Source: an optimization exercise on an open RTL-to-GDS flow (aim: small area and a short achievable clock period). Production flows keep margins and buffers that such runs may drop.
No functional check of the RTL was part of this run.
Power and IR drop assume default switching activity.

$ cat flow/standard.sh
#!/bin/bash
# synth_recipe.tcl (not shown) runs the flow's synth.tcl, then flattens the netlist and writes it again
# the make line also repeats each setting of config.mk as NAME=value (left out here)
make -C /OpenROAD-flow-scripts/flow DESIGN_CONFIG=/design/flow/config.mk WORK_HOME=/design/flow/orfs CLKGATE_MAP_FILE= SYNTH_SCRIPT=/design/flow/synth_recipe.tcl "${@:-finish}"
$ cat flow/design.v
module full_adder(output sum,
                  output carry_out,
                  input x,
                  input y,
                  input carry_in);
assign sum = x ^ y ^ carry_in;
assign carry_out = (x & y) | (x & carry_in) | (y & carry_in);
endmodule
module g_aoi21(output y, input a, input b, input c);
assign y = ~((a & b) | c);
endmodule
module g_inv(output y, input a);
assign y = ~a;
endmodule
module g_nand2(output y, input a, input b);
assign y = ~(a & b);
endmodule
module g_nor2(output y, input a, input b);
assign y = ~(a | b);
endmodule
module g_oai21(output y, input a, input b, input c);
assign y = ~((a | b) & c);
endmodule
module g_or2(output y, input a, input b);
assign y = a | b;
endmodule
module g_xnor2(output y, input a, input b);
assign y = ~(a ^ b);
endmodule
module g_xor2(output y, input a, input b);
assign y = a ^ b;
endmodule
module half_adder_n(output sum_n,
                    output carry_n,
                    input a_n,
                    input b_n);
xnor_n xs(sum_n, a_n, b_n);
or_n oc(carry_n, a_n, b_n);
endmodule
module xnor_n(output y, input a, input b);
assign y = ~(a ^ b);
endmodule
module or_n(output y, input a, input b);
assign y = a | b;
endmodule
module fir_3tap (input clk,
                 input [7:0] Xin,
                 input [7:0] H0,
                 input [7:0] H1,
                 input [7:0] H2,
                 output reg [15:0] Yout);
reg [15:0] Q1n, Q2n;
wire t2_p0_0 = ~(Xin[0] & H2[0]);
wire t2_p0_1 = ~(Xin[0] & H2[1]);
wire t2_p0_2 = ~(Xin[0] & H2[2]);
wire t2_p0_3 = ~(Xin[0] & H2[3]);
wire t2_p0_4 = ~(Xin[0] & H2[4]);
wire t2_p0_5 = ~(Xin[0] & H2[5]);
wire t2_p0_6 = ~(Xin[0] & H2[6]);
wire t2_p0_7 = ~(Xin[0] & H2[7]);
wire t2_p1_0 = ~(Xin[1] & H2[0]);
wire t2_p1_1 = ~(Xin[1] & H2[1]);
wire t2_p1_2 = ~(Xin[1] & H2[2]);
wire t2_p1_3 = ~(Xin[1] & H2[3]);
wire t2_p1_4 = ~(Xin[1] & H2[4]);
wire t2_p1_5 = ~(Xin[1] & H2[5]);
wire t2_p1_6 = ~(Xin[1] & H2[6]);
wire t2_p1_7 = ~(Xin[1] & H2[7]);
wire t2_p2_0 = ~(Xin[2] & H2[0]);
wire t2_p2_1 = ~(Xin[2] & H2[1]);
wire t2_p2_2 = ~(Xin[2] & H2[2]);
wire t2_p2_3 = ~(Xin[2] & H2[3]);
wire t2_p2_4 = ~(Xin[2] & H2[4]);
wire t2_p2_5 = ~(Xin[2] & H2[5]);
wire t2_p2_6 = ~(Xin[2] & H2[6]);
wire t2_p2_7 = ~(Xin[2] & H2[7]);
wire t2_p3_0 = ~(Xin[3] & H2[0]);
wire t2_p3_1 = ~(Xin[3] & H2[1]);
wire t2_p3_2 = ~(Xin[3] & H2[2]);
wire t2_p3_3 = ~(Xin[3] & H2[3]);
wire t2_p3_4 = ~(Xin[3] & H2[4]);
wire t2_p3_5 = ~(Xin[3] & H2[5]);
wire t2_p3_6 = ~(Xin[3] & H2[6]);
wire t2_p3_7 = ~(Xin[3] & H2[7]);
wire t2_p4_0 = ~(Xin[4] & H2[0]);
wire t2_p4_1 = ~(Xin[4] & H2[1]);
wire t2_p4_2 = ~(Xin[4] & H2[2]);
wire t2_p4_3 = ~(Xin[4] & H2[3]);
wire t2_p4_4 = ~(Xin[4] & H2[4]);
wire t2_p4_5 = ~(Xin[4] & H2[5]);
wire t2_p4_6 = ~(Xin[4] & H2[6]);
wire t2_p4_7 = ~(Xin[4] & H2[7]);
wire t2_p5_0 = ~(Xin[5] & H2[0]);
wire t2_p5_1 = ~(Xin[5] & H2[1]);
wire t2_p5_2 = ~(Xin[5] & H2[2]);
wire t2_p5_3 = ~(Xin[5] & H2[3]);
wire t2_p5_4 = ~(Xin[5] & H2[4]);
wire t2_p5_5 = ~(Xin[5] & H2[5]);
wire t2_p5_6 = ~(Xin[5] & H2[6]);
wire t2_p5_7 = ~(Xin[5] & H2[7]);
wire t2_p6_0 = ~(Xin[6] & H2[0]);
wire t2_p6_1 = ~(Xin[6] & H2[1]);
wire t2_p6_2 = ~(Xin[6] & H2[2]);
wire t2_p6_3 = ~(Xin[6] & H2[3]);
wire t2_p6_4 = ~(Xin[6] & H2[4]);
wire t2_p6_5 = ~(Xin[6] & H2[5]);
wire t2_p6_6 = ~(Xin[6] & H2[6]);
wire t2_p6_7 = ~(Xin[6] & H2[7]);
wire t2_p7_0 = ~(Xin[7] & H2[0]);
wire t2_p7_1 = ~(Xin[7] & H2[1]);
wire t2_p7_2 = ~(Xin[7] & H2[2]);
wire t2_p7_3 = ~(Xin[7] & H2[3]);
wire t2_p7_4 = ~(Xin[7] & H2[4]);
wire t2_p7_5 = ~(Xin[7] & H2[5]);
wire t2_p7_6 = ~(Xin[7] & H2[6]);
wire t2_p7_7 = ~(Xin[7] & H2[7]);
wire t2_s0, t2_c0;
half_adder_n t2_ha1 (t2_s0, t2_c0, t2_p0_6, t2_p1_5);
wire t2_s1, t2_c1;
full_adder t2_fa2 (t2_s1, t2_c1, t2_p0_7, t2_p1_6, t2_p2_5);
wire t2_s2, t2_c2;
half_adder_n t2_ha3 (t2_s2, t2_c2, t2_p3_4, t2_p4_3);
wire t2_s3, t2_c3;
full_adder t2_fa4 (t2_s3, t2_c3, t2_p1_7, t2_p2_6, t2_p3_5);
wire t2_s4, t2_c4;
half_adder_n t2_ha5 (t2_s4, t2_c4, t2_p4_4, t2_p5_3);
wire t2_s5, t2_c5;
full_adder t2_fa6 (t2_s5, t2_c5, t2_p2_7, t2_p3_6, t2_p4_5);
wire t2_s6, t2_c6;
half_adder_n t2_ha7 (t2_s6, t2_c6, t2_p0_4, t2_p1_3);
wire t2_s7, t2_c7;
full_adder t2_fa8 (t2_s7, t2_c7, t2_p0_5, t2_p1_4, t2_p2_3);
wire t2_s8, t2_c8;
half_adder_n t2_ha9 (t2_s8, t2_c8, t2_p3_2, t2_p4_1);
wire t2_s9, t2_c9;
full_adder t2_fa10 (t2_s9, t2_c9, t2_p2_4, t2_p3_3, t2_p4_2);
wire t2_s10, t2_c10;
full_adder t2_fa11 (t2_s10, t2_c10, t2_p5_1, t2_p6_0, t2_s0);
wire t2_s11, t2_c11;
full_adder t2_fa12 (t2_s11, t2_c11, t2_p5_2, t2_p6_1, t2_p7_0);
wire t2_s12, t2_c12;
full_adder t2_fa13 (t2_s12, t2_c12, t2_c0, t2_s2, t2_s1);
wire t2_s13, t2_c13;
full_adder t2_fa14 (t2_s13, t2_c13, t2_p6_2, t2_p7_1, t2_c2);
wire t2_s14, t2_c14;
full_adder t2_fa15 (t2_s14, t2_c14, t2_s4, t2_c1, t2_s3);
wire t2_s15, t2_c15;
full_adder t2_fa16 (t2_s15, t2_c15, t2_p5_4, t2_p6_3, t2_p7_2);
wire t2_s16, t2_c16;
full_adder t2_fa17 (t2_s16, t2_c16, t2_c4, t2_c3, t2_s5);
wire t2_s17, t2_c17;
full_adder t2_fa18 (t2_s17, t2_c17, t2_p3_7, t2_p4_6, t2_p5_5);
wire t2_s18, t2_c18;
full_adder t2_fa19 (t2_s18, t2_c18, t2_p6_4, t2_p7_3, t2_c5);
wire t2_s19, t2_c19;
full_adder t2_fa20 (t2_s19, t2_c19, t2_p4_7, t2_p5_6, t2_p6_5);
wire t2_s20, t2_c20;
half_adder_n t2_ha21 (t2_s20, t2_c20, t2_p0_3, t2_p1_2);
wire t2_s21, t2_c21;
full_adder t2_fa22 (t2_s21, t2_c21, t2_p2_2, t2_p3_1, t2_p4_0);
wire t2_s22, t2_c22;
full_adder t2_fa23 (t2_s22, t2_c22, t2_p5_0, t2_c6, t2_s8);
wire t2_s23, t2_c23;
full_adder t2_fa24 (t2_s23, t2_c23, t2_c8, t2_c7, t2_s9);
wire t2_s24, t2_c24;
full_adder t2_fa25 (t2_s24, t2_c24, t2_c9, t2_s11, t2_c10);
wire t2_s25, t2_c25;
full_adder t2_fa26 (t2_s25, t2_c25, t2_c11, t2_s13, t2_c12);
wire t2_s26, t2_c26;
full_adder t2_fa27 (t2_s26, t2_c26, t2_s15, t2_c13, t2_c14);
wire t2_s27, t2_c27;
full_adder t2_fa28 (t2_s27, t2_c27, t2_c15, t2_s17, t2_c16);
wire t2_s28, t2_c28;
full_adder t2_fa29 (t2_s28, t2_c28, t2_p7_4, t2_c17, t2_s19);
wire t2_s29, t2_c29;
full_adder t2_fa30 (t2_s29, t2_c29, t2_p5_7, t2_p6_6, t2_p7_5);
wire t2_s30, t2_c30;
half_adder_n t2_ha31 (t2_s30, t2_c30, t2_p0_2, t2_p1_1);
wire t2_s31, t2_c31;
full_adder t2_fa32 (t2_s31, t2_c31, t2_p2_1, t2_p3_0, t2_s20);
wire t2_s32, t2_c32;
full_adder t2_fa33 (t2_s32, t2_c32, t2_c20, t2_s6, t2_s21);
wire t2_s33, t2_c33;
full_adder t2_fa34 (t2_s33, t2_c33, t2_c21, t2_s7, t2_s22);
wire t2_s34, t2_c34;
full_adder t2_fa35 (t2_s34, t2_c34, t2_c22, t2_s10, t2_s23);
wire t2_s35, t2_c35;
full_adder t2_fa36 (t2_s35, t2_c35, t2_c23, t2_s12, t2_s24);
wire t2_s36, t2_c36;
full_adder t2_fa37 (t2_s36, t2_c36, t2_s14, t2_c24, t2_s25);
wire t2_s37, t2_c37;
full_adder t2_fa38 (t2_s37, t2_c37, t2_s16, t2_c25, t2_s26);
wire t2_s38, t2_c38;
full_adder t2_fa39 (t2_s38, t2_c38, t2_s18, t2_c26, t2_s27);
wire t2_s39, t2_c39;
full_adder t2_fa40 (t2_s39, t2_c39, t2_c18, t2_s28, t2_c27);
wire t2_s40, t2_c40;
full_adder t2_fa41 (t2_s40, t2_c40, t2_c19, t2_s29, t2_c28);
wire t2_s41, t2_c41;
full_adder t2_fa42 (t2_s41, t2_c41, t2_p6_7, t2_p7_6, t2_c29);
wire n1;
g_xnor2 u1 (n1, t2_p0_1, t2_p1_0);
wire n2;
g_or2 u2 (n2, t2_p0_1, t2_p1_0);
wire t2_rs2, t2_rc2;
full_adder t2_rfa2 (t2_rs2, t2_rc2, t2_s30, t2_p2_0, n2);
wire t2_rs3, t2_rc3;
full_adder t2_rfa3 (t2_rs3, t2_rc3, t2_c30, t2_s31, t2_rc2);
wire n3;
g_nor2 u3 (n3, t2_c31, t2_s32);
wire n4;
g_inv u4 (n4, t2_rc3);
wire n5;
g_nand2 u5 (n5, t2_c31, t2_s32);
wire n6;
g_oai21 u6 (n6, n3, n4, n5);
wire n7;
g_nor2 u7 (n7, t2_c32, t2_s33);
wire n8;
g_inv u8 (n8, n6);
wire n9;
g_nand2 u9 (n9, t2_c32, t2_s33);
wire n10;
g_oai21 u10 (n10, n7, n8, n9);
wire n11;
g_nor2 u11 (n11, t2_c33, t2_s34);
wire n12;
g_inv u12 (n12, n10);
wire n13;
g_nand2 u13 (n13, t2_c33, t2_s34);
wire n14;
g_oai21 u14 (n14, n11, n12, n13);
wire n15;
g_nor2 u15 (n15, t2_c34, t2_s35);
wire n16;
g_inv u16 (n16, n14);
wire n17;
g_nand2 u17 (n17, t2_c34, t2_s35);
wire n18;
g_oai21 u18 (n18, n15, n16, n17);
wire n19;
g_nor2 u19 (n19, t2_c36, t2_s37);
wire n20;
g_nand2 u20 (n20, t2_c35, t2_s36);
wire n21;
g_nand2 u21 (n21, t2_c36, t2_s37);
wire n22;
g_oai21 u22 (n22, n19, n20, n21);
wire n23;
g_nor2 u23 (n23, t2_c35, t2_s36);
wire n24;
g_nor2 u24 (n24, n19, n23);
wire n25;
g_nor2 u25 (n25, t2_c38, t2_s39);
wire n26;
g_nand2 u26 (n26, t2_c37, t2_s38);
wire n27;
g_nand2 u27 (n27, t2_c38, t2_s39);
wire n28;
g_oai21 u28 (n28, n25, n26, n27);
wire n29;
g_nor2 u29 (n29, t2_c37, t2_s38);
wire n30;
g_nor2 u30 (n30, n25, n29);
wire n31;
g_nor2 u31 (n31, t2_c40, t2_s41);
wire n32;
g_nand2 u32 (n32, t2_c39, t2_s40);
wire n33;
g_nand2 u33 (n33, t2_c40, t2_s41);
wire n34;
g_oai21 u34 (n34, n31, n32, n33);
wire n35;
g_nor2 u35 (n35, t2_c39, t2_s40);
wire n36;
g_nor2 u36 (n36, n31, n35);
wire n37;
g_aoi21 u37 (n37, n24, n18, n22);
wire n38;
g_or2 u38 (n38, t2_c34, t2_s35);
wire n39;
g_nand2 u39 (n39, n24, n38);
wire n40;
g_aoi21 u40 (n40, n36, n28, n34);
wire n41;
g_nand2 u41 (n41, n36, n30);
wire n42;
g_oai21 u42 (n42, n41, n37, n40);
wire n43;
g_nor2 u43 (n43, n41, n39);
wire n44;
g_inv u44 (n44, n30);
wire n45;
g_inv u45 (n45, n28);
wire n46;
g_oai21 u46 (n46, n44, n37, n45);
wire n47;
g_inv u47 (n47, n30);
wire n48;
g_nor2 u48 (n48, n47, n39);
wire n49;
g_inv u49 (n49, n18);
wire n50;
g_oai21 u50 (n50, n23, n49, n20);
wire n51;
g_nor2 u51 (n51, n23, n15);
wire n52;
g_oai21 u52 (n52, n29, n37, n26);
wire n53;
g_nor2 u53 (n53, n29, n39);
wire n54;
g_inv u54 (n54, n46);
wire n55;
g_oai21 u55 (n55, n35, n54, n32);
wire n56;
g_inv u56 (n56, n48);
wire n57;
g_nor2 u57 (n57, n35, n56);
wire n58;
g_nor2 u58 (n58, t2_c41, t2_p7_7);
wire n59;
g_inv u59 (n59, n42);
wire n60;
g_nand2 u60 (n60, t2_c41, t2_p7_7);
wire n61;
g_oai21 u61 (n61, n58, n59, n60);
wire n62;
g_inv u62 (n62, n43);
wire n63;
g_nor2 u63 (n63, n58, n62);
wire n64;
g_xor2 u64 (n64, t2_c31, t2_s32);
wire n65;
g_xor2 u65 (n65, n64, t2_rc3);
wire n66;
g_xor2 u66 (n66, t2_c32, t2_s33);
wire n67;
g_xor2 u67 (n67, n66, n6);
wire n68;
g_xor2 u68 (n68, t2_c33, t2_s34);
wire n69;
g_xor2 u69 (n69, n68, n10);
wire n70;
g_xor2 u70 (n70, t2_c34, t2_s35);
wire n71;
g_xor2 u71 (n71, n70, n14);
wire n72;
g_xor2 u72 (n72, t2_c35, t2_s36);
wire n73;
g_xor2 u73 (n73, n72, n18);
wire n74;
g_xor2 u74 (n74, t2_c36, t2_s37);
wire n75;
g_xor2 u75 (n75, n74, n50);
wire n76;
g_xor2 u76 (n76, t2_c37, t2_s38);
wire n77;
g_xnor2 u77 (n77, n76, n37);
wire n78;
g_xor2 u78 (n78, t2_c38, t2_s39);
wire n79;
g_xor2 u79 (n79, n78, n52);
wire n80;
g_xor2 u80 (n80, t2_c39, t2_s40);
wire n81;
g_xor2 u81 (n81, n80, n46);
wire n82;
g_xor2 u82 (n82, t2_c40, t2_s41);
wire n83;
g_xor2 u83 (n83, n82, n55);
wire n84;
g_xor2 u84 (n84, t2_c41, t2_p7_7);
wire n85;
g_xor2 u85 (n85, n84, n42);
wire [15:0] t2_sn = {n61, n85, n83, n81, n79, n77, n75, n73, n71, n69, n67, n65, t2_rs3, t2_rs2, n1, t2_p0_0};
wire t1_p0_0 = ~(Xin[0] & H1[0]);
wire t1_p0_1 = ~(Xin[0] & H1[1]);
wire t1_p0_2 = ~(Xin[0] & H1[2]);
wire t1_p0_3 = ~(Xin[0] & H1[3]);
wire t1_p0_4 = ~(Xin[0] & H1[4]);
wire t1_p0_5 = ~(Xin[0] & H1[5]);
wire t1_p0_6 = ~(Xin[0] & H1[6]);
wire t1_p0_7 = ~(Xin[0] & H1[7]);
wire t1_p1_0 = ~(Xin[1] & H1[0]);
wire t1_p1_1 = ~(Xin[1] & H1[1]);
wire t1_p1_2 = ~(Xin[1] & H1[2]);
wire t1_p1_3 = ~(Xin[1] & H1[3]);
wire t1_p1_4 = ~(Xin[1] & H1[4]);
wire t1_p1_5 = ~(Xin[1] & H1[5]);
wire t1_p1_6 = ~(Xin[1] & H1[6]);
wire t1_p1_7 = ~(Xin[1] & H1[7]);
wire t1_p2_0 = ~(Xin[2] & H1[0]);
wire t1_p2_1 = ~(Xin[2] & H1[1]);
wire t1_p2_2 = ~(Xin[2] & H1[2]);
wire t1_p2_3 = ~(Xin[2] & H1[3]);
wire t1_p2_4 = ~(Xin[2] & H1[4]);
wire t1_p2_5 = ~(Xin[2] & H1[5]);
wire t1_p2_6 = ~(Xin[2] & H1[6]);
wire t1_p2_7 = ~(Xin[2] & H1[7]);
wire t1_p3_0 = ~(Xin[3] & H1[0]);
wire t1_p3_1 = ~(Xin[3] & H1[1]);
wire t1_p3_2 = ~(Xin[3] & H1[2]);
wire t1_p3_3 = ~(Xin[3] & H1[3]);
wire t1_p3_4 = ~(Xin[3] & H1[4]);
wire t1_p3_5 = ~(Xin[3] & H1[5]);
wire t1_p3_6 = ~(Xin[3] & H1[6]);
wire t1_p3_7 = ~(Xin[3] & H1[7]);
wire t1_p4_0 = ~(Xin[4] & H1[0]);
wire t1_p4_1 = ~(Xin[4] & H1[1]);
wire t1_p4_2 = ~(Xin[4] & H1[2]);
wire t1_p4_3 = ~(Xin[4] & H1[3]);
wire t1_p4_4 = ~(Xin[4] & H1[4]);
wire t1_p4_5 = ~(Xin[4] & H1[5]);
wire t1_p4_6 = ~(Xin[4] & H1[6]);
wire t1_p4_7 = ~(Xin[4] & H1[7]);
wire t1_p5_0 = ~(Xin[5] & H1[0]);
wire t1_p5_1 = ~(Xin[5] & H1[1]);
wire t1_p5_2 = ~(Xin[5] & H1[2]);
wire t1_p5_3 = ~(Xin[5] & H1[3]);
wire t1_p5_4 = ~(Xin[5] & H1[4]);
wire t1_p5_5 = ~(Xin[5] & H1[5]);
wire t1_p5_6 = ~(Xin[5] & H1[6]);
wire t1_p5_7 = ~(Xin[5] & H1[7]);
wire t1_p6_0 = ~(Xin[6] & H1[0]);
wire t1_p6_1 = ~(Xin[6] & H1[1]);
wire t1_p6_2 = ~(Xin[6] & H1[2]);
wire t1_p6_3 = ~(Xin[6] & H1[3]);
wire t1_p6_4 = ~(Xin[6] & H1[4]);
wire t1_p6_5 = ~(Xin[6] & H1[5]);
wire t1_p6_6 = ~(Xin[6] & H1[6]);
wire t1_p6_7 = ~(Xin[6] & H1[7]);
wire t1_p7_0 = ~(Xin[7] & H1[0]);
wire t1_p7_1 = ~(Xin[7] & H1[1]);
wire t1_p7_2 = ~(Xin[7] & H1[2]);
wire t1_p7_3 = ~(Xin[7] & H1[3]);
wire t1_p7_4 = ~(Xin[7] & H1[4]);
wire t1_p7_5 = ~(Xin[7] & H1[5]);
wire t1_p7_6 = ~(Xin[7] & H1[6]);
wire t1_p7_7 = ~(Xin[7] & H1[7]);
wire t1_s0, t1_c0;
half_adder_n t1_ha1 (t1_s0, t1_c0, Q1n[5], t1_p0_5);
wire t1_s1, t1_c1;
full_adder t1_fa2 (t1_s1, t1_c1, Q1n[6], t1_p0_6, t1_p1_5);
wire t1_s2, t1_c2;
half_adder_n t1_ha3 (t1_s2, t1_c2, t1_p2_4, t1_p3_3);
wire t1_s3, t1_c3;
full_adder t1_fa4 (t1_s3, t1_c3, Q1n[7], t1_p0_7, t1_p1_6);
wire t1_s4, t1_c4;
full_adder t1_fa5 (t1_s4, t1_c4, t1_p2_5, t1_p3_4, t1_p4_3);
wire t1_s5, t1_c5;
half_adder_n t1_ha6 (t1_s5, t1_c5, t1_p5_2, t1_p6_1);
wire t1_s6, t1_c6;
full_adder t1_fa7 (t1_s6, t1_c6, Q1n[8], t1_p1_7, t1_p2_6);
wire t1_s7, t1_c7;
full_adder t1_fa8 (t1_s7, t1_c7, t1_p3_5, t1_p4_4, t1_p5_3);
wire t1_s8, t1_c8;
half_adder_n t1_ha9 (t1_s8, t1_c8, t1_p6_2, t1_p7_1);
wire t1_s9, t1_c9;
full_adder t1_fa10 (t1_s9, t1_c9, Q1n[9], t1_p2_7, t1_p3_6);
wire t1_s10, t1_c10;
full_adder t1_fa11 (t1_s10, t1_c10, t1_p4_5, t1_p5_4, t1_p6_3);
wire t1_s11, t1_c11;
full_adder t1_fa12 (t1_s11, t1_c11, Q1n[10], t1_p3_7, t1_p4_6);
wire t1_s12, t1_c12;
half_adder_n t1_ha13 (t1_s12, t1_c12, Q1n[3], t1_p0_3);
wire t1_s13, t1_c13;
full_adder t1_fa14 (t1_s13, t1_c13, Q1n[4], t1_p0_4, t1_p1_3);
wire t1_s14, t1_c14;
half_adder_n t1_ha15 (t1_s14, t1_c14, t1_p2_2, t1_p3_1);
wire t1_s15, t1_c15;
full_adder t1_fa16 (t1_s15, t1_c15, t1_p1_4, t1_p2_3, t1_p3_2);
wire t1_s16, t1_c16;
full_adder t1_fa17 (t1_s16, t1_c16, t1_p4_1, t1_p5_0, t1_s0);
wire t1_s17, t1_c17;
full_adder t1_fa18 (t1_s17, t1_c17, t1_p4_2, t1_p5_1, t1_p6_0);
wire t1_s18, t1_c18;
full_adder t1_fa19 (t1_s18, t1_c18, t1_c0, t1_s2, t1_s1);
wire t1_s19, t1_c19;
full_adder t1_fa20 (t1_s19, t1_c19, t1_p7_0, t1_c2, t1_s5);
wire t1_s20, t1_c20;
full_adder t1_fa21 (t1_s20, t1_c20, t1_c1, t1_s3, t1_s4);
wire t1_s21, t1_c21;
full_adder t1_fa22 (t1_s21, t1_c21, t1_c5, t1_s8, t1_c3);
wire t1_s22, t1_c22;
full_adder t1_fa23 (t1_s22, t1_c22, t1_c4, t1_s6, t1_s7);
wire t1_s23, t1_c23;
full_adder t1_fa24 (t1_s23, t1_c23, t1_p7_2, t1_c8, t1_c6);
wire t1_s24, t1_c24;
full_adder t1_fa25 (t1_s24, t1_c24, t1_c7, t1_s10, t1_s9);
wire t1_s25, t1_c25;
full_adder t1_fa26 (t1_s25, t1_c25, t1_p5_5, t1_p6_4, t1_p7_3);
wire t1_s26, t1_c26;
full_adder t1_fa27 (t1_s26, t1_c26, t1_c10, t1_c9, t1_s11);
wire t1_s27, t1_c27;
full_adder t1_fa28 (t1_s27, t1_c27, Q1n[11], t1_p4_7, t1_p5_6);
wire t1_s28, t1_c28;
full_adder t1_fa29 (t1_s28, t1_c28, t1_p6_5, t1_p7_4, t1_c11);
wire t1_s29, t1_c29;
full_adder t1_fa30 (t1_s29, t1_c29, Q1n[12], t1_p5_7, t1_p6_6);
wire t1_s30, t1_c30;
half_adder_n t1_ha31 (t1_s30, t1_c30, Q1n[2], t1_p0_2);
wire t1_s31, t1_c31;
full_adder t1_fa32 (t1_s31, t1_c31, t1_p1_2, t1_p2_1, t1_p3_0);
wire t1_s32, t1_c32;
full_adder t1_fa33 (t1_s32, t1_c32, t1_p4_0, t1_c12, t1_s14);
wire t1_s33, t1_c33;
full_adder t1_fa34 (t1_s33, t1_c33, t1_c14, t1_c13, t1_s15);
wire t1_s34, t1_c34;
full_adder t1_fa35 (t1_s34, t1_c34, t1_c15, t1_s17, t1_c16);
wire t1_s35, t1_c35;
full_adder t1_fa36 (t1_s35, t1_c35, t1_c17, t1_s19, t1_c18);
wire t1_s36, t1_c36;
full_adder t1_fa37 (t1_s36, t1_c36, t1_c19, t1_c20, t1_s21);
wire t1_s37, t1_c37;
full_adder t1_fa38 (t1_s37, t1_c37, t1_c21, t1_c22, t1_s23);
wire t1_s38, t1_c38;
full_adder t1_fa39 (t1_s38, t1_c38, t1_s25, t1_c23, t1_c24);
wire t1_s39, t1_c39;
full_adder t1_fa40 (t1_s39, t1_c39, t1_c25, t1_s27, t1_c26);
wire t1_s40, t1_c40;
full_adder t1_fa41 (t1_s40, t1_c40, t1_p7_5, t1_c27, t1_s29);
wire t1_s41, t1_c41;
full_adder t1_fa42 (t1_s41, t1_c41, Q1n[13], t1_p6_7, t1_p7_6);
wire t1_s42, t1_c42;
half_adder_n t1_ha43 (t1_s42, t1_c42, Q1n[1], t1_p0_1);
wire t1_s43, t1_c43;
full_adder t1_fa44 (t1_s43, t1_c43, t1_p1_1, t1_p2_0, t1_s30);
wire t1_s44, t1_c44;
full_adder t1_fa45 (t1_s44, t1_c44, t1_c30, t1_s12, t1_s31);
wire t1_s45, t1_c45;
full_adder t1_fa46 (t1_s45, t1_c45, t1_c31, t1_s13, t1_s32);
wire t1_s46, t1_c46;
full_adder t1_fa47 (t1_s46, t1_c46, t1_c32, t1_s16, t1_s33);
wire t1_s47, t1_c47;
full_adder t1_fa48 (t1_s47, t1_c47, t1_c33, t1_s18, t1_s34);
wire t1_s48, t1_c48;
full_adder t1_fa49 (t1_s48, t1_c48, t1_s20, t1_c34, t1_s35);
wire t1_s49, t1_c49;
full_adder t1_fa50 (t1_s49, t1_c49, t1_s22, t1_c35, t1_s36);
wire t1_s50, t1_c50;
full_adder t1_fa51 (t1_s50, t1_c50, t1_s24, t1_c36, t1_s37);
wire t1_s51, t1_c51;
full_adder t1_fa52 (t1_s51, t1_c51, t1_s26, t1_c37, t1_s38);
wire t1_s52, t1_c52;
full_adder t1_fa53 (t1_s52, t1_c52, t1_s28, t1_c38, t1_s39);
wire t1_s53, t1_c53;
full_adder t1_fa54 (t1_s53, t1_c53, t1_c28, t1_s40, t1_c39);
wire t1_s54, t1_c54;
full_adder t1_fa55 (t1_s54, t1_c54, t1_c29, t1_s41, t1_c40);
wire t1_s55, t1_c55;
full_adder t1_fa56 (t1_s55, t1_c55, Q1n[14], t1_p7_7, t1_c41);
wire n86;
g_xnor2 u86 (n86, Q1n[0], t1_p0_0);
wire n87;
g_or2 u87 (n87, Q1n[0], t1_p0_0);
wire t1_rs1, t1_rc1;
full_adder t1_rfa1 (t1_rs1, t1_rc1, t1_s42, t1_p1_0, n87);
wire t1_rs2, t1_rc2;
full_adder t1_rfa2 (t1_rs2, t1_rc2, t1_c42, t1_s43, t1_rc1);
wire t1_rs3, t1_rc3;
full_adder t1_rfa3 (t1_rs3, t1_rc3, t1_c43, t1_s44, t1_rc2);
wire n88;
g_nor2 u88 (n88, t1_c44, t1_s45);
wire n89;
g_inv u89 (n89, t1_rc3);
wire n90;
g_nand2 u90 (n90, t1_c44, t1_s45);
wire n91;
g_oai21 u91 (n91, n88, n89, n90);
wire n92;
g_nor2 u92 (n92, t1_c45, t1_s46);
wire n93;
g_inv u93 (n93, n91);
wire n94;
g_nand2 u94 (n94, t1_c45, t1_s46);
wire n95;
g_oai21 u95 (n95, n92, n93, n94);
wire n96;
g_nor2 u96 (n96, t1_c46, t1_s47);
wire n97;
g_inv u97 (n97, n95);
wire n98;
g_nand2 u98 (n98, t1_c46, t1_s47);
wire n99;
g_oai21 u99 (n99, n96, n97, n98);
wire n100;
g_nor2 u100 (n100, t1_c47, t1_s48);
wire n101;
g_inv u101 (n101, n99);
wire n102;
g_nand2 u102 (n102, t1_c47, t1_s48);
wire n103;
g_oai21 u103 (n103, n100, n101, n102);
wire n104;
g_nor2 u104 (n104, t1_c49, t1_s50);
wire n105;
g_nand2 u105 (n105, t1_c48, t1_s49);
wire n106;
g_nand2 u106 (n106, t1_c49, t1_s50);
wire n107;
g_oai21 u107 (n107, n104, n105, n106);
wire n108;
g_nor2 u108 (n108, t1_c48, t1_s49);
wire n109;
g_nor2 u109 (n109, n104, n108);
wire n110;
g_nor2 u110 (n110, t1_c51, t1_s52);
wire n111;
g_nand2 u111 (n111, t1_c50, t1_s51);
wire n112;
g_nand2 u112 (n112, t1_c51, t1_s52);
wire n113;
g_oai21 u113 (n113, n110, n111, n112);
wire n114;
g_nor2 u114 (n114, t1_c50, t1_s51);
wire n115;
g_nor2 u115 (n115, n110, n114);
wire n116;
g_nor2 u116 (n116, t1_c53, t1_s54);
wire n117;
g_nand2 u117 (n117, t1_c52, t1_s53);
wire n118;
g_nand2 u118 (n118, t1_c53, t1_s54);
wire n119;
g_oai21 u119 (n119, n116, n117, n118);
wire n120;
g_nor2 u120 (n120, t1_c52, t1_s53);
wire n121;
g_nor2 u121 (n121, n116, n120);
wire n122;
g_aoi21 u122 (n122, n109, n103, n107);
wire n123;
g_or2 u123 (n123, t1_c47, t1_s48);
wire n124;
g_nand2 u124 (n124, n109, n123);
wire n125;
g_aoi21 u125 (n125, n121, n113, n119);
wire n126;
g_nand2 u126 (n126, n121, n115);
wire n127;
g_oai21 u127 (n127, n126, n122, n125);
wire n128;
g_nor2 u128 (n128, n126, n124);
wire n129;
g_inv u129 (n129, n115);
wire n130;
g_inv u130 (n130, n113);
wire n131;
g_oai21 u131 (n131, n129, n122, n130);
wire n132;
g_inv u132 (n132, n115);
wire n133;
g_nor2 u133 (n133, n132, n124);
wire n134;
g_inv u134 (n134, n103);
wire n135;
g_oai21 u135 (n135, n108, n134, n105);
wire n136;
g_nor2 u136 (n136, n108, n100);
wire n137;
g_oai21 u137 (n137, n114, n122, n111);
wire n138;
g_nor2 u138 (n138, n114, n124);
wire n139;
g_inv u139 (n139, n131);
wire n140;
g_oai21 u140 (n140, n120, n139, n117);
wire n141;
g_inv u141 (n141, n133);
wire n142;
g_nor2 u142 (n142, n120, n141);
wire n143;
g_nor2 u143 (n143, t1_c54, t1_s55);
wire n144;
g_inv u144 (n144, n127);
wire n145;
g_nand2 u145 (n145, t1_c54, t1_s55);
wire n146;
g_oai21 u146 (n146, n143, n144, n145);
wire n147;
g_inv u147 (n147, n128);
wire n148;
g_nor2 u148 (n148, n143, n147);
wire n149;
g_xor2 u149 (n149, t1_c44, t1_s45);
wire n150;
g_xor2 u150 (n150, n149, t1_rc3);
wire n151;
g_xor2 u151 (n151, t1_c45, t1_s46);
wire n152;
g_xor2 u152 (n152, n151, n91);
wire n153;
g_xor2 u153 (n153, t1_c46, t1_s47);
wire n154;
g_xor2 u154 (n154, n153, n95);
wire n155;
g_xor2 u155 (n155, t1_c47, t1_s48);
wire n156;
g_xor2 u156 (n156, n155, n99);
wire n157;
g_xor2 u157 (n157, t1_c48, t1_s49);
wire n158;
g_xor2 u158 (n158, n157, n103);
wire n159;
g_xor2 u159 (n159, t1_c49, t1_s50);
wire n160;
g_xor2 u160 (n160, n159, n135);
wire n161;
g_xor2 u161 (n161, t1_c50, t1_s51);
wire n162;
g_xnor2 u162 (n162, n161, n122);
wire n163;
g_xor2 u163 (n163, t1_c51, t1_s52);
wire n164;
g_xor2 u164 (n164, n163, n137);
wire n165;
g_xor2 u165 (n165, t1_c52, t1_s53);
wire n166;
g_xor2 u166 (n166, n165, n131);
wire n167;
g_xor2 u167 (n167, t1_c53, t1_s54);
wire n168;
g_xor2 u168 (n168, n167, n140);
wire n169;
g_xor2 u169 (n169, t1_c54, t1_s55);
wire n170;
g_xor2 u170 (n170, n169, n127);
wire n171;
g_xor2 u171 (n171, t1_c55, Q1n[15]);
wire n172;
g_xor2 u172 (n172, n171, n146);
wire [15:0] t1_sn = {n172, n170, n168, n166, n164, n162, n160, n158, n156, n154, n152, n150, t1_rs3, t1_rs2, t1_rs1, n86};
wire t0_p0_0 = ~(Xin[0] & H0[0]);
wire t0_p0_1 = ~(Xin[0] & H0[1]);
wire t0_p0_2 = ~(Xin[0] & H0[2]);
wire t0_p0_3 = ~(Xin[0] & H0[3]);
wire t0_p0_4 = ~(Xin[0] & H0[4]);
wire t0_p0_5 = ~(Xin[0] & H0[5]);
wire t0_p0_6 = ~(Xin[0] & H0[6]);
wire t0_p0_7 = ~(Xin[0] & H0[7]);
wire t0_p1_0 = ~(Xin[1] & H0[0]);
wire t0_p1_1 = ~(Xin[1] & H0[1]);
wire t0_p1_2 = ~(Xin[1] & H0[2]);
wire t0_p1_3 = ~(Xin[1] & H0[3]);
wire t0_p1_4 = ~(Xin[1] & H0[4]);
wire t0_p1_5 = ~(Xin[1] & H0[5]);
wire t0_p1_6 = ~(Xin[1] & H0[6]);
wire t0_p1_7 = ~(Xin[1] & H0[7]);
wire t0_p2_0 = ~(Xin[2] & H0[0]);
wire t0_p2_1 = ~(Xin[2] & H0[1]);
wire t0_p2_2 = ~(Xin[2] & H0[2]);
wire t0_p2_3 = ~(Xin[2] & H0[3]);
wire t0_p2_4 = ~(Xin[2] & H0[4]);
wire t0_p2_5 = ~(Xin[2] & H0[5]);
wire t0_p2_6 = ~(Xin[2] & H0[6]);
wire t0_p2_7 = ~(Xin[2] & H0[7]);
wire t0_p3_0 = ~(Xin[3] & H0[0]);
wire t0_p3_1 = ~(Xin[3] & H0[1]);
wire t0_p3_2 = ~(Xin[3] & H0[2]);
wire t0_p3_3 = ~(Xin[3] & H0[3]);
wire t0_p3_4 = ~(Xin[3] & H0[4]);
wire t0_p3_5 = ~(Xin[3] & H0[5]);
wire t0_p3_6 = ~(Xin[3] & H0[6]);
wire t0_p3_7 = ~(Xin[3] & H0[7]);
wire t0_p4_0 = ~(Xin[4] & H0[0]);
wire t0_p4_1 = ~(Xin[4] & H0[1]);
wire t0_p4_2 = ~(Xin[4] & H0[2]);
wire t0_p4_3 = ~(Xin[4] & H0[3]);
wire t0_p4_4 = ~(Xin[4] & H0[4]);
wire t0_p4_5 = ~(Xin[4] & H0[5]);
wire t0_p4_6 = ~(Xin[4] & H0[6]);
wire t0_p4_7 = ~(Xin[4] & H0[7]);
wire t0_p5_0 = ~(Xin[5] & H0[0]);
wire t0_p5_1 = ~(Xin[5] & H0[1]);
wire t0_p5_2 = ~(Xin[5] & H0[2]);
wire t0_p5_3 = ~(Xin[5] & H0[3]);
wire t0_p5_4 = ~(Xin[5] & H0[4]);
wire t0_p5_5 = ~(Xin[5] & H0[5]);
wire t0_p5_6 = ~(Xin[5] & H0[6]);
wire t0_p5_7 = ~(Xin[5] & H0[7]);
wire t0_p6_0 = ~(Xin[6] & H0[0]);
wire t0_p6_1 = ~(Xin[6] & H0[1]);
wire t0_p6_2 = ~(Xin[6] & H0[2]);
wire t0_p6_3 = ~(Xin[6] & H0[3]);
wire t0_p6_4 = ~(Xin[6] & H0[4]);
wire t0_p6_5 = ~(Xin[6] & H0[5]);
wire t0_p6_6 = ~(Xin[6] & H0[6]);
wire t0_p6_7 = ~(Xin[6] & H0[7]);
wire t0_p7_0 = ~(Xin[7] & H0[0]);
wire t0_p7_1 = ~(Xin[7] & H0[1]);
wire t0_p7_2 = ~(Xin[7] & H0[2]);
wire t0_p7_3 = ~(Xin[7] & H0[3]);
wire t0_p7_4 = ~(Xin[7] & H0[4]);
wire t0_p7_5 = ~(Xin[7] & H0[5]);
wire t0_p7_6 = ~(Xin[7] & H0[6]);
wire t0_p7_7 = ~(Xin[7] & H0[7]);
wire t0_s0, t0_c0;
half_adder_n t0_ha1 (t0_s0, t0_c0, Q2n[5], t0_p0_5);
wire t0_s1, t0_c1;
full_adder t0_fa2 (t0_s1, t0_c1, Q2n[6], t0_p0_6, t0_p1_5);
wire t0_s2, t0_c2;
half_adder_n t0_ha3 (t0_s2, t0_c2, t0_p2_4, t0_p3_3);
wire t0_s3, t0_c3;
full_adder t0_fa4 (t0_s3, t0_c3, Q2n[7], t0_p0_7, t0_p1_6);
wire t0_s4, t0_c4;
full_adder t0_fa5 (t0_s4, t0_c4, t0_p2_5, t0_p3_4, t0_p4_3);
wire t0_s5, t0_c5;
half_adder_n t0_ha6 (t0_s5, t0_c5, t0_p5_2, t0_p6_1);
wire t0_s6, t0_c6;
full_adder t0_fa7 (t0_s6, t0_c6, Q2n[8], t0_p1_7, t0_p2_6);
wire t0_s7, t0_c7;
full_adder t0_fa8 (t0_s7, t0_c7, t0_p3_5, t0_p4_4, t0_p5_3);
wire t0_s8, t0_c8;
half_adder_n t0_ha9 (t0_s8, t0_c8, t0_p6_2, t0_p7_1);
wire t0_s9, t0_c9;
full_adder t0_fa10 (t0_s9, t0_c9, Q2n[9], t0_p2_7, t0_p3_6);
wire t0_s10, t0_c10;
full_adder t0_fa11 (t0_s10, t0_c10, t0_p4_5, t0_p5_4, t0_p6_3);
wire t0_s11, t0_c11;
full_adder t0_fa12 (t0_s11, t0_c11, Q2n[10], t0_p3_7, t0_p4_6);
wire t0_s12, t0_c12;
half_adder_n t0_ha13 (t0_s12, t0_c12, Q2n[3], t0_p0_3);
wire t0_s13, t0_c13;
full_adder t0_fa14 (t0_s13, t0_c13, Q2n[4], t0_p0_4, t0_p1_3);
wire t0_s14, t0_c14;
half_adder_n t0_ha15 (t0_s14, t0_c14, t0_p2_2, t0_p3_1);
wire t0_s15, t0_c15;
full_adder t0_fa16 (t0_s15, t0_c15, t0_p1_4, t0_p2_3, t0_p3_2);
wire t0_s16, t0_c16;
full_adder t0_fa17 (t0_s16, t0_c16, t0_p4_1, t0_p5_0, t0_s0);
wire t0_s17, t0_c17;
full_adder t0_fa18 (t0_s17, t0_c17, t0_p4_2, t0_p5_1, t0_p6_0);
wire t0_s18, t0_c18;
full_adder t0_fa19 (t0_s18, t0_c18, t0_c0, t0_s2, t0_s1);
wire t0_s19, t0_c19;
full_adder t0_fa20 (t0_s19, t0_c19, t0_p7_0, t0_c2, t0_s5);
wire t0_s20, t0_c20;
full_adder t0_fa21 (t0_s20, t0_c20, t0_c1, t0_s3, t0_s4);
wire t0_s21, t0_c21;
full_adder t0_fa22 (t0_s21, t0_c21, t0_c5, t0_s8, t0_c3);
wire t0_s22, t0_c22;
full_adder t0_fa23 (t0_s22, t0_c22, t0_c4, t0_s6, t0_s7);
wire t0_s23, t0_c23;
full_adder t0_fa24 (t0_s23, t0_c23, t0_p7_2, t0_c8, t0_c6);
wire t0_s24, t0_c24;
full_adder t0_fa25 (t0_s24, t0_c24, t0_c7, t0_s10, t0_s9);
wire t0_s25, t0_c25;
full_adder t0_fa26 (t0_s25, t0_c25, t0_p5_5, t0_p6_4, t0_p7_3);
wire t0_s26, t0_c26;
full_adder t0_fa27 (t0_s26, t0_c26, t0_c10, t0_c9, t0_s11);
wire t0_s27, t0_c27;
full_adder t0_fa28 (t0_s27, t0_c27, Q2n[11], t0_p4_7, t0_p5_6);
wire t0_s28, t0_c28;
full_adder t0_fa29 (t0_s28, t0_c28, t0_p6_5, t0_p7_4, t0_c11);
wire t0_s29, t0_c29;
full_adder t0_fa30 (t0_s29, t0_c29, Q2n[12], t0_p5_7, t0_p6_6);
wire t0_s30, t0_c30;
half_adder_n t0_ha31 (t0_s30, t0_c30, Q2n[2], t0_p0_2);
wire t0_s31, t0_c31;
full_adder t0_fa32 (t0_s31, t0_c31, t0_p1_2, t0_p2_1, t0_p3_0);
wire t0_s32, t0_c32;
full_adder t0_fa33 (t0_s32, t0_c32, t0_p4_0, t0_c12, t0_s14);
wire t0_s33, t0_c33;
full_adder t0_fa34 (t0_s33, t0_c33, t0_c14, t0_c13, t0_s15);
wire t0_s34, t0_c34;
full_adder t0_fa35 (t0_s34, t0_c34, t0_c15, t0_s17, t0_c16);
wire t0_s35, t0_c35;
full_adder t0_fa36 (t0_s35, t0_c35, t0_c17, t0_s19, t0_c18);
wire t0_s36, t0_c36;
full_adder t0_fa37 (t0_s36, t0_c36, t0_c19, t0_c20, t0_s21);
wire t0_s37, t0_c37;
full_adder t0_fa38 (t0_s37, t0_c37, t0_c21, t0_c22, t0_s23);
wire t0_s38, t0_c38;
full_adder t0_fa39 (t0_s38, t0_c38, t0_s25, t0_c23, t0_c24);
wire t0_s39, t0_c39;
full_adder t0_fa40 (t0_s39, t0_c39, t0_c25, t0_s27, t0_c26);
wire t0_s40, t0_c40;
full_adder t0_fa41 (t0_s40, t0_c40, t0_p7_5, t0_c27, t0_s29);
wire t0_s41, t0_c41;
full_adder t0_fa42 (t0_s41, t0_c41, Q2n[13], t0_p6_7, t0_p7_6);
wire t0_s42, t0_c42;
half_adder_n t0_ha43 (t0_s42, t0_c42, Q2n[1], t0_p0_1);
wire t0_s43, t0_c43;
full_adder t0_fa44 (t0_s43, t0_c43, t0_p1_1, t0_p2_0, t0_s30);
wire t0_s44, t0_c44;
full_adder t0_fa45 (t0_s44, t0_c44, t0_c30, t0_s12, t0_s31);
wire t0_s45, t0_c45;
full_adder t0_fa46 (t0_s45, t0_c45, t0_c31, t0_s13, t0_s32);
wire t0_s46, t0_c46;
full_adder t0_fa47 (t0_s46, t0_c46, t0_c32, t0_s16, t0_s33);
wire t0_s47, t0_c47;
full_adder t0_fa48 (t0_s47, t0_c47, t0_c33, t0_s18, t0_s34);
wire t0_s48, t0_c48;
full_adder t0_fa49 (t0_s48, t0_c48, t0_s20, t0_c34, t0_s35);
wire t0_s49, t0_c49;
full_adder t0_fa50 (t0_s49, t0_c49, t0_s22, t0_c35, t0_s36);
wire t0_s50, t0_c50;
full_adder t0_fa51 (t0_s50, t0_c50, t0_s24, t0_c36, t0_s37);
wire t0_s51, t0_c51;
full_adder t0_fa52 (t0_s51, t0_c51, t0_s26, t0_c37, t0_s38);
wire t0_s52, t0_c52;
full_adder t0_fa53 (t0_s52, t0_c52, t0_s28, t0_c38, t0_s39);
wire t0_s53, t0_c53;
full_adder t0_fa54 (t0_s53, t0_c53, t0_c28, t0_s40, t0_c39);
wire t0_s54, t0_c54;
full_adder t0_fa55 (t0_s54, t0_c54, t0_c29, t0_s41, t0_c40);
wire t0_s55, t0_c55;
full_adder t0_fa56 (t0_s55, t0_c55, Q2n[14], t0_p7_7, t0_c41);
wire n173;
g_xnor2 u173 (n173, Q2n[0], t0_p0_0);
wire n174;
g_or2 u174 (n174, Q2n[0], t0_p0_0);
wire t0_rs1, t0_rc1;
full_adder t0_rfa1 (t0_rs1, t0_rc1, t0_s42, t0_p1_0, n174);
wire t0_rs2, t0_rc2;
full_adder t0_rfa2 (t0_rs2, t0_rc2, t0_c42, t0_s43, t0_rc1);
wire t0_rs3, t0_rc3;
full_adder t0_rfa3 (t0_rs3, t0_rc3, t0_c43, t0_s44, t0_rc2);
wire n175;
g_nor2 u175 (n175, t0_c44, t0_s45);
wire n176;
g_inv u176 (n176, t0_rc3);
wire n177;
g_nand2 u177 (n177, t0_c44, t0_s45);
wire n178;
g_oai21 u178 (n178, n175, n176, n177);
wire n179;
g_nor2 u179 (n179, t0_c45, t0_s46);
wire n180;
g_inv u180 (n180, n178);
wire n181;
g_nand2 u181 (n181, t0_c45, t0_s46);
wire n182;
g_oai21 u182 (n182, n179, n180, n181);
wire n183;
g_nor2 u183 (n183, t0_c46, t0_s47);
wire n184;
g_inv u184 (n184, n182);
wire n185;
g_nand2 u185 (n185, t0_c46, t0_s47);
wire n186;
g_oai21 u186 (n186, n183, n184, n185);
wire n187;
g_nor2 u187 (n187, t0_c47, t0_s48);
wire n188;
g_inv u188 (n188, n186);
wire n189;
g_nand2 u189 (n189, t0_c47, t0_s48);
wire n190;
g_oai21 u190 (n190, n187, n188, n189);
wire n191;
g_nor2 u191 (n191, t0_c49, t0_s50);
wire n192;
g_nand2 u192 (n192, t0_c48, t0_s49);
wire n193;
g_nand2 u193 (n193, t0_c49, t0_s50);
wire n194;
g_oai21 u194 (n194, n191, n192, n193);
wire n195;
g_nor2 u195 (n195, t0_c48, t0_s49);
wire n196;
g_nor2 u196 (n196, n191, n195);
wire n197;
g_nor2 u197 (n197, t0_c51, t0_s52);
wire n198;
g_nand2 u198 (n198, t0_c50, t0_s51);
wire n199;
g_nand2 u199 (n199, t0_c51, t0_s52);
wire n200;
g_oai21 u200 (n200, n197, n198, n199);
wire n201;
g_nor2 u201 (n201, t0_c50, t0_s51);
wire n202;
g_nor2 u202 (n202, n197, n201);
wire n203;
g_nor2 u203 (n203, t0_c53, t0_s54);
wire n204;
g_nand2 u204 (n204, t0_c52, t0_s53);
wire n205;
g_nand2 u205 (n205, t0_c53, t0_s54);
wire n206;
g_oai21 u206 (n206, n203, n204, n205);
wire n207;
g_nor2 u207 (n207, t0_c52, t0_s53);
wire n208;
g_nor2 u208 (n208, n203, n207);
wire n209;
g_aoi21 u209 (n209, n196, n190, n194);
wire n210;
g_or2 u210 (n210, t0_c47, t0_s48);
wire n211;
g_nand2 u211 (n211, n196, n210);
wire n212;
g_aoi21 u212 (n212, n208, n200, n206);
wire n213;
g_nand2 u213 (n213, n208, n202);
wire n214;
g_oai21 u214 (n214, n213, n209, n212);
wire n215;
g_nor2 u215 (n215, n213, n211);
wire n216;
g_inv u216 (n216, n202);
wire n217;
g_inv u217 (n217, n200);
wire n218;
g_oai21 u218 (n218, n216, n209, n217);
wire n219;
g_inv u219 (n219, n202);
wire n220;
g_nor2 u220 (n220, n219, n211);
wire n221;
g_inv u221 (n221, n190);
wire n222;
g_oai21 u222 (n222, n195, n221, n192);
wire n223;
g_nor2 u223 (n223, n195, n187);
wire n224;
g_oai21 u224 (n224, n201, n209, n198);
wire n225;
g_nor2 u225 (n225, n201, n211);
wire n226;
g_inv u226 (n226, n218);
wire n227;
g_oai21 u227 (n227, n207, n226, n204);
wire n228;
g_inv u228 (n228, n220);
wire n229;
g_nor2 u229 (n229, n207, n228);
wire n230;
g_nor2 u230 (n230, t0_c54, t0_s55);
wire n231;
g_inv u231 (n231, n214);
wire n232;
g_nand2 u232 (n232, t0_c54, t0_s55);
wire n233;
g_oai21 u233 (n233, n230, n231, n232);
wire n234;
g_inv u234 (n234, n215);
wire n235;
g_nor2 u235 (n235, n230, n234);
wire n236;
g_inv u236 (n236, n173);
wire n237;
g_inv u237 (n237, t0_rs1);
wire n238;
g_inv u238 (n238, t0_rs2);
wire n239;
g_inv u239 (n239, t0_rs3);
wire n240;
g_xor2 u240 (n240, t0_c44, t0_s45);
wire n241;
g_xnor2 u241 (n241, n240, t0_rc3);
wire n242;
g_xor2 u242 (n242, t0_c45, t0_s46);
wire n243;
g_xnor2 u243 (n243, n242, n178);
wire n244;
g_xor2 u244 (n244, t0_c46, t0_s47);
wire n245;
g_xnor2 u245 (n245, n244, n182);
wire n246;
g_xor2 u246 (n246, t0_c47, t0_s48);
wire n247;
g_xnor2 u247 (n247, n246, n186);
wire n248;
g_xor2 u248 (n248, t0_c48, t0_s49);
wire n249;
g_xnor2 u249 (n249, n248, n190);
wire n250;
g_xor2 u250 (n250, t0_c49, t0_s50);
wire n251;
g_xnor2 u251 (n251, n250, n222);
wire n252;
g_xor2 u252 (n252, t0_c50, t0_s51);
wire n253;
g_xor2 u253 (n253, n252, n209);
wire n254;
g_xor2 u254 (n254, t0_c51, t0_s52);
wire n255;
g_xnor2 u255 (n255, n254, n224);
wire n256;
g_xor2 u256 (n256, t0_c52, t0_s53);
wire n257;
g_xnor2 u257 (n257, n256, n218);
wire n258;
g_xor2 u258 (n258, t0_c53, t0_s54);
wire n259;
g_xnor2 u259 (n259, n258, n227);
wire n260;
g_xor2 u260 (n260, t0_c54, t0_s55);
wire n261;
g_xnor2 u261 (n261, n260, n214);
wire n262;
g_xor2 u262 (n262, t0_c55, Q2n[15]);
wire n263;
g_xnor2 u263 (n263, n262, n233);
wire [15:0] t0_sn = {n263, n261, n259, n257, n255, n253, n251, n249, n247, n245, n243, n241, n239, n238, n237, n236};
always @(posedge clk) begin
  Q1n  <= t2_sn;
  Q2n  <= t1_sn;
  Yout <= t0_sn;
end
endmodule
$ cat flow/flow/run.sh
#!/bin/bash
# The standard layout (standard.sh), with two changes to how it is made:
# - ports are buffered with buf_1 instead of the default delay buffer;
# - repair_timing aims for 6.6 ns of setup slack instead of 0.
set -euo pipefail
export SETUP_SLACK_MARGIN=6.6
export BUFFER_PORTS_ARGS="-buffer_cell sky130_fd_sc_hd__buf_1"
bash standard.sh > standard.log 2>&1
$ cat flow/config.mk
export PLATFORM = sky130hd
export DESIGN_NAME = fir_3tap
export DESIGN_NICKNAME = fir_3tap
export VERILOG_FILES = /design/flow/design.v
export SDC_FILE = /design/flow/constraint.sdc
export NUM_CORES = 4
export LEC_CHECK = 0
export CAP_MARGIN = 20
export CORE_MARGIN = 2
export CORE_UTILIZATION = 55
export CTS_BUF_LIST = sky130_fd_sc_hd__clkbuf_8
export SLEW_MARGIN = 20
export SYNTH_HIERARCHICAL = 1
export SYNTH_MINIMUM_KEEP_SIZE = 0
export TNS_END_PERCENT = 0
$ cat flow/constraint.sdc
create_clock -name core_clock -period 12.5 [get_ports {clk}]
set_input_delay 2.5000 -clock core_clock [delete_from_list [all_inputs] [get_ports {clk}]]
set_output_delay 2.5000 -clock core_clock [all_outputs]
set_load 0.01 [all_outputs]
==> run_results.csv <==
group,metric,value,unit
power,p_leak,2.64,nW
finish,seqCellArea,961,um^2
placement,hpwl,9690,um
worst_setup_path,crit_buf_inv,2,
placement,port_buffers,48,
yosys,yosysTopAreaCellShare,43.4,%
grt,grt_pass1_wl,22200,um
worst_setup_path,crit_cells,13,
grt,grt_max_degree,25,
hold_path,holdCritStartpoint,"Q1n[0]",
clock_network,holdBufCountCts,0,
clock_network,clock_latency,310,ps
status,status,"no timing/DRC/antenna violations",
worst_setup_path,end_kind,"flop",
yosys,avgSynthCellArea,9.22,um^2
detailed_routing,routed_wl,12500,um
sta,period_share,45.8,%
detailed_routing,post_drt_wl_per_cell,14.4,um
die,chipWidth,112,um
detailed_routing,vias_per_cell,5.19,
hold_path,hold_path.class,"reg2reg",
sta,final.setup_skew,13.7,ps
clock_network,clock-sinks,48,
finish,fill_cells,1017,
worst_setup_path,r2r-start,"Q1n[3]",
sta,slew_viol_final,0,
worst_setup_path,cpMostUsedCell,"fa_1",
finish,fin_area,0.00685,mm^2
grt,antenna_found_initial,0,
detailed_routing,drc,0,
die,initial_utilization,56.3,%
yosys,yosys.cell_count.top_type,"nand2_1",
yosys,synth_fp_nets,867,
worst_setup_path,cp_slowest_cell,"fa_1",
sta,fmax,0.175,GHz
grt,grt_usage,21.8,%
die,die_h,112,um
worst_setup_path,cpPeakStageDelay,600,ps
worst_setup_path,crit_start,"H2[6]",
yosys,syn_area,0.00640,mm^2
yosys,yosys_warnings,7,
finish,num_antenna_cells,0,
detailed_routing,drtIter0Drc,197,
yosys,synth_cells,695,
yosys,synth_edf_count,0,
run,maxCapViolations,0,
finish,fin_nets,894,
die,die_area,0.0125,mm^2
detailed_routing,ant_nets,0,
clock_network,h-tree-depth,2,
yosys,synth_top_flop_cell,"dfxtp_1",
sta,final_hold_viol_count,0,
grt,first_global_vias,4833,
clock_network,cts-buffers-inserted,5,
grt,overflow,0,
die,rows,39,
worst_setup_path,worstPathArrival,5950,ps
worst_setup_path,path_delay_family,"adder cells",
detailed_routing,dr_total_vias,4494,
yosys,synth_cell_types,13,
sta,worst_pin_slew,408,ps
placement,dp_cells,854,
yosys,yosys-top-cells-count,"nand2_1, fa_1, xor2_1",
clock_network,cts_tree,"built",
finish,drive_gt1_share,7.47,%
finish,multiInputGateArea,0.00511,mm^2
finish,final_cells,866,
worst_setup_path,worstPathCellList,"buf_1 -> nand2_1 -> fa_1 -> fa_1 -> fa_1 -> fa_1 -> nor2_1 -> nor2_1 -> a21oi_2 -> o21ai_1 -> inv_1 -> o21ai_1 -> xor2_1",
power,ir_drop,0.247,mV
worst_setup_path,critPathMaxFanout,8,
yosys,synthTopCellsByArea,"fa_1, dfxtp_1, nand2_1, xor2_1, xnor2_1",
worst_setup_path,crit_required,12730,ps
sta,slew_headroom,72.8,%
hold_path,whs_path_depth,1,
placement,place_area,0.00654,mm^2
yosys,synth_top_area_cell,"fa_1",
finish,areaGrowthSynthToFinish,7.01,%
yosys,async_reset_ff_share,0,%
power,powerDensity,279,mW/mm^2
die,core,0.0114,mm^2
yosys,ys_seq_elements,48,
worst_setup_path,startpoint_type,"input pin",
sta,setup_tns,0,ps
clock_network,clk_path_buf_depth,2,
sta,rsz0062_at_grt,"yes",
detailed_routing,drt_first_pass_iters,5,
sta,layout_min_cycle_time,5730,ps
sta,setup_viol_count_final,0,
clock_network,cts_root_buffer,"clkbuf_8",
sta,fin_hold_ws,465,ps
placement,gp_congestion,0.819,
power,power.total,0.00191,W
yosys,ys_seq_area_share,15.0,%
clock_network,cts.clk_slew.worst_paths,100,ps
worst_setup_path,worstSetupPathType,"in2reg",
worst_setup_path,worstRegToRegCells,16,
die,ios,49,
Yosys stat by module (local to each module, per instance), excerpt:
module,copies in the design,area (um^2),flops+latches,cells inside
g_or2,3,6.26,0,1
g_aoi21,6,8.76,0,1
g_nor2,42,3.75,0,1
g_oai21,39,5.00,0,1
g_xor2,57,8.76,0,1
xnor_n,23,8.76,0,1
g_inv,31,3.75,0,1
fir_3tap,1,1960,48,280
g_xnor2,16,8.76,0,1
g_nand2,36,3.75,0,1
cell type report:
type                            count  area share (%)
Timing Repair Buffer               60            5.28
Tap cell                          143            2.61
Multi-Input combinational cell    576            74.6
Clock inverter                      2           0.566
Inverter                           31            1.70
Clock buffer                        6            1.20
Sequential cell                    48            14.0
per-layer routing:
metal  global-route usage, %  vias to the layer above  part of all wire (%)
met5                       0                        -                     0
met4                    5.76                        0                   1.9
met3                    3.05                       18                   4.3
met2                    37.3                      102                    50
met1                    29.4                     2239                    44
li1                        -                     2135                     -
flip-flops by register name (all words and copies together) (netlist names):
signal	flops
Q1n	16
Q2n	16
Yout	16
report_power, final:
part / internal, W / leakage (nW) / total (W) / switching, W
logic: 0.000688 / 2.18 / 0.00150 / 0.000815
clock network: 0.0000655 / 0.0614 / 0.000123 / 0.0000579
registers: 0.000257 / 0.405 / 0.000286 / 0.0000295
repair_timing:
action,CTS,global route
pin swaps,0,3
buffers inserted,0,3
cloned,0,1
setup endpoints to repair,4,13
gates resized for setup,1,43
logic make-up (layout without fill, tap and decap cells):
family,Yosys count,count (layout),share of synthesized area [%]
AND/OR/NAND/NOR,296,296,18.4
adder cells (fa/ha/maj),139,139,43.4
XOR/XNOR,96,96,13.1
buffers and inverters,71,99,6.19
flip-flops,48,48,15.0
AO/OA/AOI/OAI,45,45,3.87
per-stage QoR:
| stage | util (%) | worst slack [ps] |
|---|---|---|
| after global placement | 57.6 | 6250 |
| after CTS | 58.7 | 6530 |
| after floorplan | - | 6670 |
| after detailed placement | 57.6 | 6190 |
| after global routing | 60.3 | 6560 |
| final | 60.3 | 6770 |
placed cells by master (no fill, tap or decap), drive strengths merged:
master  Yosys  layout
or2        26      26
a21oi       6       6
o21ai      39      39
xnor2      39      39
buf        40      45
nand2     228     228
dfxtp      48      48
clkbuf      0      21
nor2       42      42
bufinv      0       1
fa        139     139
xor2       57      57
inv        31      31
clkinv      0       1
path summary, 6_finish.rpt:
check        endpoint  slack (ps)
max           Q1n[13]        6770
max reg2reg   Q2n[13]        9130
min            Q2n[0]         460
min reg2reg    Q2n[0]         460

==> re-timing with driven ports <==
The flow's constraints put no driver on any port. The routed layout listed below was extracted and timed again, unchanged, in two steps. Step 1 sets driving cells, clkbuf_16 on the clock port and buf_2 on the other inputs (assumed; they add their load-dependent delay and slew). Step 2, shift: input delay + t, output delay - t, t = (earliest + latest rising clock arrival at the registers) / 2. This alone moves slack from input paths to output paths. Three values: ideal, step 1, step 2; two values: the first two.
t (ns): 0.339
slack for setup (ns): 6.775 / 6.787 / 6.448
slew at the worst register clock pin (ns): 0.10 / 0.10
worst data-port slew with drivers (ns): 0.04
After both steps this run still meets setup and hold. For this run, drivers alone change the setup slack by +0.012 ns; drivers and shift together by -0.327 ns.
